What follows belongs to an exercise in optimizing a design on an open flow for small area, a short achievable clock period and few clock cycles; a production flow would make more cautious choices.
Where RTL was checked, it was by simulation tests only, not by an equivalence proof against the original.
Power figures rest on the tool's default switching activity, not on a simulated workload.

## the baseline
// qr_decode
module qr_decode(
    input clk,
    input srstn,
    input qr_decode_start,
    input [15:0] sram_rdata,
    output reg [9:0] sram_raddr,
    output reg decode_valid,
    output [7:0] decode_jis8_code,
    output reg qr_decode_finish
);
Size: ~1,800 cells after synthesis, roughly 39 I/O pins.
clock: 8.0 ns
lec_check: 0
abc_area: 1
abc_clock_period_in_ps: 3000
cap_margin: 20
core_margin: 2
core_utilization: 40
setup_slack_margin: 5
slew_margin: 20
standard.sh (not shown) runs the stock make flow with config.mk's settings and CLKGATE_MAP_FILE= SYNTH_SCRIPT=/design/flow/synth_recipe.tcl, a recipe that flattens the netlist after the stock synthesis.
==> flow/flow/run.sh <==
#!/bin/bash
# Layout flow: the standard flow, except that after the standard synthesis
# the combinational logic is mapped again without the adder cells (half and
# full adders), which are slower and larger here than plain gates. Every
# flip-flop instance of the standard synthesis is kept as it is (blackboxed
# during the remap), so the registers keep their names and cell types.
set -euo pipefail
P=${FLOW_PLATFORM:-sky130hd}
R=orfs/results/$P/qr_decode/base
L=orfs/logs/$P/qr_decode/base
YOSYS=${YOSYS_EXE:-$(command -v yosys || echo "$FLOW_HOME/../tools/install/yosys/bin/yosys")}
LIB=$FLOW_HOME/platforms/$P/lib/sky130_fd_sc_hd__tt_025C_1v80.lib

# 1. standard synthesis
bash standard.sh synth > flow_1_synth.log 2>&1

# 2. remap the combinational logic with the same abc command the synthesis used
cp "$R/1_2_yosys.v" flow_std_netlist.v
ABCLINE=$(grep -m1 '^abc -script' "$L/1_2_yosys.log")
{
  echo "read_liberty -ignore_miss_func $LIB"
  echo "read_verilog flow_std_netlist.v"
  echo "hierarchy -top $FLOW_TOP"
  grep -oE 'sky130_fd_sc_hd__[a-z0-9_]+' flow_std_netlist.v | sort -u | grep -E '__(e?dfx|df|dl|sdf|conb)' | sed 's/^/blackbox /'
  echo "flatten"
  echo "opt_clean"
  echo "$ABCLINE"
  echo "rename -hide w:*.*"
  echo "opt_clean -purge"
  echo "hilomap -singleton -hicell sky130_fd_sc_hd__conb_1 HI -locell sky130_fd_sc_hd__conb_1 LO"
  echo "insbuf -buf sky130_fd_sc_hd__buf_4 A X"
  echo "tee -o flow_remap_stat.txt stat -liberty $LIB"
  echo "write_verilog -noattr -nohex -nodec flow_remapped.v"
} > flow_remap.ys
"$YOSYS" -s flow_remap.ys > flow_2_remap.log 2>&1
# the written netlist, read back against the cell library, must be clean
"$YOSYS" -p "read_liberty -lib $LIB; read_verilog flow_remapped.v; hierarchy -top $FLOW_TOP; check -assert" > flow_2_check.log 2>&1

# the flip-flops must be the standard synthesis's, one for one
grep -oE 'sky130_fd_sc_hd__e?dfx[a-z]*_[0-9]+ [^ ]+' flow_std_netlist.v | sort > flow_ff_std.txt
grep -oE 'sky130_fd_sc_hd__e?dfx[a-z]*_[0-9]+ [^ ]+' flow_remapped.v | sort > flow_ff_new.txt
cmp flow_ff_std.txt flow_ff_new.txt

# 3. the rest of the standard flow from the remapped netlist
cp flow_remapped.v "$R/1_2_yosys.v"
touch "$R/1_2_yosys.v"
bash standard.sh > flow_3_layout.log 2>&1
[inputs] the candidate vs the baseline
--- a/flow/design.v
+++ b/flow/design.v
@@ -8,63 +8,47 @@
     output [7:0] decode_jis8_code,
     output reg qr_decode_finish
 );
 localparam S_IDLE = 4'd0, S_SCANA = 4'd1, S_SCANB = 4'd2, S_RIGHT = 4'd3,
            S_BLK = 4'd4, S_RING0 = 4'd5, S_RING1 = 4'd6, S_DEC2 = 4'd7,
            S_PROBE = 4'd8, S_ROT = 4'd9, S_DATA = 4'd10;
 localparam [9:0] ADDR0 = {5'd1, 5'd2};
 reg [3:0] state, state_n;
 reg [9:0] raddr_n;
 reg [3:0] bsel, bsel_n;         
 reg [3:0] bselL, bselL_n;       
 reg oor, oor_n;                 
-reg [15:0] SA;
-reg [14:0] SB;
-wire srch = (state <= 4'd5);
-wire [3:0] hA = SA[15:12];       
-wire [3:0] hR = SA[11:8];        
-wire [3:0] hC = SA[7:4];         
-wire [3:0] hC2 = SA[3:0];
-reg [3:0] hA_n, hR_n, hC_n, hC2_n;
+reg [3:0] hA, hA_n;             
+reg [3:0] hR, hR_n, hC, hC_n, hC2, hC2_n;    
 reg [2:0] cnt, cnt_n;
-wire [7:0] colacc = SB[14:7];
-wire [7:0] rowacc = {1'b0, SB[6:0]};
-reg [7:0] colacc_n, rowacc_n;
+reg [7:0] colacc, colacc_n, rowacc, rowacc_n;
 reg [6:0] xa, xa_n, ya, ya_n, xb, xb_n;
 reg sL, sL_n, sR, sR_n;
 reg tl, tl_n;
 reg [1:0] rot, rot_n;
 reg [2:0] m, m_n;
 reg first, first_n;
 reg strA, strA_n, strB, strB_n;    
 reg [6:0] OX, OX_n, OY, OY_n;      
 reg pv1, pv1_n, two1, two1_n, mR1, mR1_n, mL1, mL1_n;
 reg [1:0] ft1, ft1_n, tg1, tg1_n;
 reg pv, pv_n, two, two_n, mR, mR_n, mL, mL_n;
 reg [1:0] ft, ft_n, tg, tg_n;      
-wire [4:0] nc = SA[15:11];
-wire [4:0] nr = SA[10:6];
-wire nh = SA[5];
-wire [1:0] late = SA[4:3];
-reg [4:0] nc_n, nr_n;
-reg nh_n;
-reg [1:0] late_n;
-wire [8:0] acc = SB[14:6];
-wire [2:0] nacc = SA[2:0];
-wire [4:0] rem = SB[5:1];
-wire gotn = SB[0];
-reg [8:0] acc_n;
-reg [2:0] nacc_n;
-reg [4:0] rem_n;
-reg gotn_n, capn, capn_n;
+reg [4:0] nc, nc_n, nr, nr_n;
+reg nh, nh_n;
+reg [1:0] late, late_n;
+reg [8:0] acc, acc_n;
+reg [2:0] nacc, nacc_n;
+reg [4:0] rem, rem_n;
+reg gotn, gotn_n, capn, capn_n;
 reg valid_n, fin_n;
 function [15:0] dec16;
     input [3:0] v;
     dec16 = 16'd1 << v;
 endfunction
 wire nz = |sram_rdata;
 wire pbit = |(sram_rdata & dec16(bsel)) & ~oor;
 wire lbit = |(sram_rdata & dec16(bselL));
 wire [3:0] wcol = sram_rdata[3:0] | sram_rdata[7:4] | sram_rdata[11:8] | sram_rdata[15:12];
 wire [3:0] wrow = {|sram_rdata[15:12], |sram_rdata[11:8], |sram_rdata[7:4], |sram_rdata[3:0]};
 assign decode_jis8_code = nacc[0] ? acc[8:1] : acc[7:0];
 function [2:0] ffs8;   
@@ -454,25 +438,25 @@
         sram_raddr <= ADDR0;
         decode_valid <= 1'b0;
         qr_decode_finish <= 1'b0;
     end else begin
         state <= state_n;
         sram_raddr <= raddr_n;
         decode_valid <= valid_n;
         qr_decode_finish <= fin_n;
     end
 end
 always @(posedge clk) begin
     bsel <= bsel_n; bselL <= bselL_n; oor <= oor_n;
-    cnt <= cnt_n;
-    SA <= srch ? {hA_n, hR_n, hC_n, hC2_n} : {nc_n, nr_n, nh_n, late_n, nacc_n};
-    SB <= srch ? {colacc_n, rowacc_n[6:0]} : {acc_n, rem_n, gotn_n};
+    hA <= hA_n; hR <= hR_n; hC <= hC_n; hC2 <= hC2_n; cnt <= cnt_n;
+    colacc <= colacc_n; rowacc <= rowacc_n;
     xa <= xa_n; ya <= ya_n; xb <= xb_n;
     sL <= sL_n; sR <= sR_n; tl <= tl_n;
     rot <= rot_n; m <= m_n; first <= first_n;
     strA <= strA_n; strB <= strB_n;
     OX <= OX_n; OY <= OY_n;
     pv1 <= pv1_n; two1 <= two1_n; ft1 <= ft1_n; mR1 <= mR1_n; mL1 <= mL1_n; tg1 <= tg1_n;
     pv <= pv_n; two <= two_n; ft <= ft_n; mR <= mR_n; mL <= mL_n; tg <= tg_n;
-    capn <= capn_n;
+    nc <= nc_n; nr <= nr_n; nh <= nh_n; late <= late_n;
+    acc <= acc_n; nacc <= nacc_n; rem <= rem_n; gotn <= gotn_n; capn <= capn_n;
 end
 endmodule
Results
Against the baseline, via count in the candidate fell by a few percent.
[compare] base=the baseline new=the candidate: synthesized netlist net count now larger; final worst-path cycle share comparable; core utilization now smaller; setup slack now larger; sum of net half-perimeters after detailed placement now smaller.
Power: the candidate draws more than the baseline
Testbench counts of the candidate, summed over its fixed seeds: cycles 39,330.
Only the layout flow was run in the baseline; the RTL was not checked for function there.

-- static timing again, ports no longer ideal --
Ports are ideal in the flow. The routed layouts listed here were re-timed in OpenROAD.
Step 1: set_driving_cell puts a clkbuf_16 on clk and a buf_2 on each other input, an assumption about the parent block.
Step 2 adds t to the input delays and takes it off the output delays; t is the mean of the earliest and latest rising clock arrival at the registers after step 1. Input paths then give back, and output paths get back, about the clock's delay inside the block.
Three values: no drivers, after step 1, after step 2; two values: the first two.
run | t, ns | setup WS [ns] | worst setup path at the end | worst register clock-pin slew, ns
the baseline | 0.483 | 4.856 / 4.805 / 4.430 | input to register | 0.07 / 0.07
the candidate | 0.487 | 4.866 / 4.886 / 4.399 | input to register | 0.08 / 0.08
After both steps setup and hold are still met in every run listed. For the candidate, which loses most, drivers alone change the setup slack by +0.020 ns; drivers and shift together by -0.467 ns.
